What follows belongs to an exercise in optimizing a design on an open flow for small area, a short achievable clock period and few clock cycles per item; a production flow would make more cautious choices. At most, simulation tests tie the RTL to the original design; equivalence was not proved.

## systolic_array_top
module systolic_array_top #(
    parameter DATAWIDTH = 16,
    parameter N_SIZE = 3
) (
    input  logic clk,
    input  logic rst_n,
    input  logic valid_in,
    input  logic [N_SIZE*DATAWIDTH-1:0] matrix_a_in,    
    input  logic [N_SIZE*DATAWIDTH-1:0] matrix_b_in,    
    output logic valid_out,
    output logic [N_SIZE*DATAWIDTH*2-1:0] matrix_c_out
);
Size in the first run: ~4200 cells after synthesis, ~560 flip-flops, ~200 I/O pins, roughly 41000 sq um of cells after synthesis.
Settings: LEC_CHECK=0, CAP_MARGIN=20, CORE_MARGIN=2, CORE_UTILIZATION=40, SLEW_MARGIN=20; clock period 10.0 ns.
standard.sh (not shown) runs the stock make flow with config.mk's settings and CLKGATE_MAP_FILE= SYNTH_SCRIPT=/design/flow/synth_recipe.tcl, a recipe that flattens the netlist after the stock synthesis.
==> flow/flow/run.sh <==
#!/bin/bash
# The standard layout, with timing repair aiming at a 3.2 ns period (setup
# margin 6.8 ns on the 10 ns clock) instead of the 10 ns period itself, and
# the port buffers made with buf_2 cells.
set -euo pipefail
bash standard.sh finish SETUP_SLACK_MARGIN=6.8 "BUFFER_PORTS_ARGS=-buffer_cell sky130_fd_sc_hd__buf_2" > flow.log 2>&1
The first run passed the timing, design-rule and antenna checks.
Testbench counts at the start, summed over its fixed seeds: cycles 3,840, items 320.
Edit:
==> flow/flow/run.sh (replaced) <==
#!/bin/bash
# The standard layout, with timing repair aiming at a 3.2 ns period (setup
# margin 6.8 ns on the 10 ns clock) instead of the 10 ns period itself, the
# port buffers made with buf_2 cells, and larger clock-sink clusters.
set -euo pipefail
bash standard.sh finish SETUP_SLACK_MARGIN=6.8 "BUFFER_PORTS_ARGS=-buffer_cell sky130_fd_sc_hd__buf_2" CTS_CLUSTER_SIZE=20 CTS_CLUSTER_DIAMETER=60 > flow.log 2>&1
Outcome: Worst hold slack hardly moves; routed wire length is about the same; maximum frequency barely changes; die area stays the same; clock skew came out higher by 0.0095 ns; sequential cell count does not change; cell area is about the same; setup slack is about the same; clock-buffer cell count falls by 14; first-iteration DRC count is lower by a few percent.

Setup of v19:
systolic_array_top again, from the RTL that the note above started with.
export LEC_CHECK = 0
export CAP_MARGIN = 20
export CORE_MARGIN = 2
export CORE_UTILIZATION = 40
export SLEW_MARGIN = 20
create_clock -name core_clock -period 10.0 [get_ports {clk}]
==> flow/flow/run.sh <==
#!/bin/bash
# The standard layout, with timing repair aiming at a 3.2 ns period (setup
# margin 6.8 ns on the 10 ns clock) instead of the 10 ns period itself, the
# port buffers made with buf_2 cells, and larger clock-sink clusters.
set -euo pipefail
bash standard.sh finish SETUP_SLACK_MARGIN=6.8 "BUFFER_PORTS_ARGS=-buffer_cell sky130_fd_sc_hd__buf_2" CTS_CLUSTER_SIZE=24 CTS_CLUSTER_DIAMETER=80 > flow.log 2>&1
v19 was carried through to the last stage, and its layout satisfied the timing, design-rule and antenna checks.
Testbench counts of v19, summed over its fixed seeds: cycles 3,840, items 320.
Input-level comparison between v2 and v19:
==> flow/flow/run.sh <==
#!/bin/bash
# The standard layout, with timing repair aiming at a 3.1 ns period (setup
# margin 6.9 ns on the 10 ns clock) instead of the 10 ns period itself, the
# port buffers made with buf_2 cells, and larger clock-sink clusters.
set -euo pipefail
bash standard.sh finish SETUP_SLACK_MARGIN=6.9 "BUFFER_PORTS_ARGS=-buffer_cell sky130_fd_sc_hd__buf_2" CTS_CLUSTER_SIZE=24 CTS_CLUSTER_DIAMETER=80 > flow.log 2>&1
Notes after the runs:
Shortest period the worst path allows, v2 and v19: higher on v19. Compared with v19, v2 degrades routed wire length. Going from v19 to v2, multi-input combinational cell count about even, portion of the clock cycle consumed by the worst path in the final layout barely changed, growth of design area from synthesis to finish rose 2.1 points, initial antenna violation count increased by 3 relative to the old numbers. v19 and v2 ended up with roughly the same non-filler instance count after layout.
For v55, these inputs were changed with respect to v2:
==> flow/flow/run.sh <==
#!/bin/bash
# The standard layout, with timing repair aiming at a 3.2 ns period (setup
# margin 6.8 ns on the 10 ns clock) instead of the 10 ns period itself, the
# port buffers made with buf_2 cells, and larger clock-sink clusters.
set -euo pipefail
bash standard.sh finish SETUP_SLACK_MARGIN=6.8 "BUFFER_PORTS_ARGS=-buffer_cell sky130_fd_sc_hd__buf_2" CTS_CLUSTER_SIZE=20 CTS_CLUSTER_DIAMETER=100 > flow.log 2>&1
Findings:
- Going from v2 to v55, multi-input combinational cell area saw a decrease, signed area change from the synthesized netlist to the final layout saw a decrease, global-route usage saw a decrease, TritonCTS buffer count saw a decrease.
- Diff v2 -> v55 | met1 track utilization from global routing | decrease of 1.2 points
- The clock latency on the worst-skew pair was comparable across v2 and v55.
- Relative to v2, v55 degrades smallest setup slack after layout.

old:
Another version of the RTL of systolic_array_top (not shown whole).
Size: about 3700 cells after synthesis, about 560 flip-flops, about 200 I/O pins, about 38000 um^2 of cells after synthesis.
export LEC_CHECK = 0
export CAP_MARGIN = 20
export CORE_MARGIN = 2
export CORE_UTILIZATION = 40
export SLEW_MARGIN = 20
create_clock -name core_clock -period 10.0 [get_ports {clk}]
==> flow/flow/run.sh <==
#!/bin/bash
# The standard layout, with timing repair aiming at a 3.2 ns period (setup
# margin 6.8 ns on the 10 ns clock) instead of the 10 ns period itself, the
# port buffers made with buf_2 cells and the clock tree with clkbuf_8 cells.
set -euo pipefail
bash standard.sh finish SETUP_SLACK_MARGIN=6.8 "BUFFER_PORTS_ARGS=-buffer_cell sky130_fd_sc_hd__buf_2" CTS_BUF_LIST=sky130_fd_sc_hd__clkbuf_8 > flow.log 2>&1
Testbench counts of old, summed over its fixed seeds: cycles 3,840, items 320.
Edits applied to the flow inputs when going from old to new:
==> flow/flow/run.sh <==
#!/bin/bash
# The standard layout, with timing repair aiming at a 3.2 ns period (setup
# margin 6.8 ns on the 10 ns clock) instead of the 10 ns period itself, and
# the port buffers made with buf_2 cells.
set -euo pipefail
bash standard.sh finish SETUP_SLACK_MARGIN=6.8 "BUFFER_PORTS_ARGS=-buffer_cell sky130_fd_sc_hd__buf_2" > flow.log 2>&1
==> comparison <==
new closes out successfully: all stages finished, all timing, DRC and antenna checks passed.
Re core area: no difference whatsoever between old and new.
new ended up with fewer standard cells than old.
Delta (new minus old): wire length after detailed routing now sits lower, area growth from synthesis to layout -0.36 points.
On finished layout cell area, new and old are neck and neck.
Between old and new, non-clock buffer count increased.
Higher total area of sequential cells among new and old: old

Setup of try-fjord:
systolic_array_top, a different RTL version from the one above (not shown whole).
Settings: LEC_CHECK=0, CAP_MARGIN=20, CORE_MARGIN=2, CORE_UTILIZATION=40, SLEW_MARGIN=20; clock period 10.0 ns.
==> flow/flow/run.sh <==
#!/bin/bash
# The standard layout, with timing repair aiming at a 3.5 ns period (setup
# margin 6.5 ns on the 10 ns clock) instead of the 10 ns period itself, and
# the port buffers made with buf_2 cells.
set -euo pipefail
bash standard.sh finish SETUP_SLACK_MARGIN=6.5 "BUFFER_PORTS_ARGS=-buffer_cell sky130_fd_sc_hd__buf_2" > flow.log 2>&1
> inputs changed (try-fjord -> try-quartz)
==> flow/flow/run.sh <==
#!/bin/bash
# The standard layout, with timing repair aiming at a 3.5 ns period (setup
# margin 6.5 ns on the 10 ns clock) instead of the 10 ns period itself.
set -euo pipefail
bash standard.sh finish SETUP_SLACK_MARGIN=6.5 > flow.log 2>&1
[summary]
Reported for try-quartz and try-fjord, number of maximum-capacitance violations turned out identical to the last digit. Register area came out exactly the same in try-quartz and try-fjord. Relative to try-fjord, the fraction of the cycle the final worst path needs of try-quartz is lower by 0.34 points. In the reports for try-quartz and try-fjord, the larger worst-case headroom to the max-slew limit belongs to try-fjord. Changes observed in try-quartz relative to try-fjord: global-route wire length before repair roughly the same; final worst setup slack higher; time the final worst path needs with I/O delays and setup lower. Cell area after layout: higher on try-quartz. try-fjord ended up with sky130_fd_sc_hd__fa_2 as its cell with the biggest individual delay on the critical path; try-quartz ended up with sky130_fd_sc_hd__fa_1. Via count, try-quartz and try-fjord: lower on try-fjord.
No functional check of the RTL was part of any run of this note.

Setup of cedar:
systolic_array_top with an RTL version that a note above also has.
Size: roughly 4,200 cells after synthesis, ~200 I/O pins, roughly 41,000 um^2 of cells after synthesis.
export LEC_CHECK = 0
export CAP_MARGIN = 20
export CORE_MARGIN = 2
export CORE_UTILIZATION = 40
export SLEW_MARGIN = 20
create_clock -name core_clock -period 10.0 [get_ports {clk}]
==> flow/flow/run.sh <==
#!/bin/bash
# The standard layout, with timing repair aiming at a 3.2 ns period (setup
# margin 6.8 ns on the 10 ns clock) instead of the 10 ns period itself, the
# port buffers made with buf_2 cells, and repair_design aiming at the
# library's own slew and capacitance limits (no extra margin).
set -euo pipefail
bash standard.sh finish SETUP_SLACK_MARGIN=6.8 "BUFFER_PORTS_ARGS=-buffer_cell sky130_fd_sc_hd__buf_2" CAP_MARGIN=0 SLEW_MARGIN=0 > flow.log 2>&1
Testbench counts of cedar, summed over its fixed seeds: cycles 3,840, items 320.
diff inputs: cedar => birch
==> flow/flow/run.sh <==
#!/bin/bash
# The standard layout, with timing repair aiming at a 3.2 ns period (setup
# margin 6.8 ns on the 10 ns clock) instead of the 10 ns period itself, the
# port buffers made with buf_2 cells, and Yosys's area-oriented ABC script.
set -euo pipefail
bash standard.sh finish SETUP_SLACK_MARGIN=6.8 "BUFFER_PORTS_ARGS=-buffer_cell sky130_fd_sc_hd__buf_2" ABC_AREA=1 > flow.log 2>&1
--- outcome ---
For cedar, the leading cell type in the layout, fill and taps excluded was xnor2_1, unlike birch, where it was nand2_1.
Upper clock frequency limit delta (birch − cedar): unfavourable
cedar has a higher share of cell area taken by flip-flops and latches than birch.
Going from cedar to birch, design area increased 17%, final clock period utilization by the worst path went up by 0.85 points, final weighted congestion in routability-driven placement rose by 10%.
Timing, DRC, antenna: 0 failures across birch and cedar
Diff cedar -> birch: portion of the layout cell area used by clock cells went down by 0.50 points, global-route wire length before repair went up by 78,000 um, global-route usage went up by 5.6 points.

[separate check: timing with driven ports]
The results above use ideal ports. As a check the final layouts listed here were re-extracted and re-timed, cells and wires unchanged. Step 1: set_driving_cell puts a clkbuf_16 on clk and a buf_2 on each other input, an assumption about the parent block. Step 2 also shifts input and output timing later by t, the mid clock arrival at the registers, as if the neighbouring blocks saw the same clock. a / b / c = ideal ports / drivers / drivers and shift; a / b = the first two.
run | t, ns | slack for setup (ns) | worst setup path at the end | slew at the worst register clock pin (ns) | cell pins on the clock port's net
the first run of note 1 | 0.725 | 6.832 / 6.755 / 6.842 | register to register | 0.07 / 0.07 | 1
the second run of note 1 | 0.720 | 6.834 / 6.764 / 6.834 | register to register | 0.08 / 0.08 | 1
v19 | 0.714 | 6.846 / 6.775 / 6.853 | register to register | 0.10 / 0.10 | 1
v2 | 0.706 | 6.853 / 6.782 / 6.909 | register to register | 0.10 / 0.10 | 1
v55 | 0.706 | 6.836 / 6.763 / 6.870 | register to register | 0.10 / 0.10 | 1
old | 0.855 | 6.710 / 6.642 / 6.767 | register to register | 0.08 / 0.08 | 1
new | 0.720 | 6.752 / 6.752 / 6.752 | register to register | 0.07 / 0.07 | 1
try-fjord | 0.741 | 6.262 / 6.262 / 6.075 | input to register | 0.07 / 0.07 | 1
try-quartz | 0.701 | 6.296 / 6.296 / 6.056 | input to register | 0.07 / 0.07 | 1
cedar | 0.725 | 6.832 / 6.755 / 6.842 | register to register | 0.07 / 0.07 | 1
birch | 0.746 | 6.747 / 6.747 / 6.617 | input to register | 0.07 / 0.07 | 1
After both steps every run listed still meets setup and hold. The setup slack of try-quartz, which loses most, moves by 0.000 ns with the drivers and by -0.240 ns with both steps.
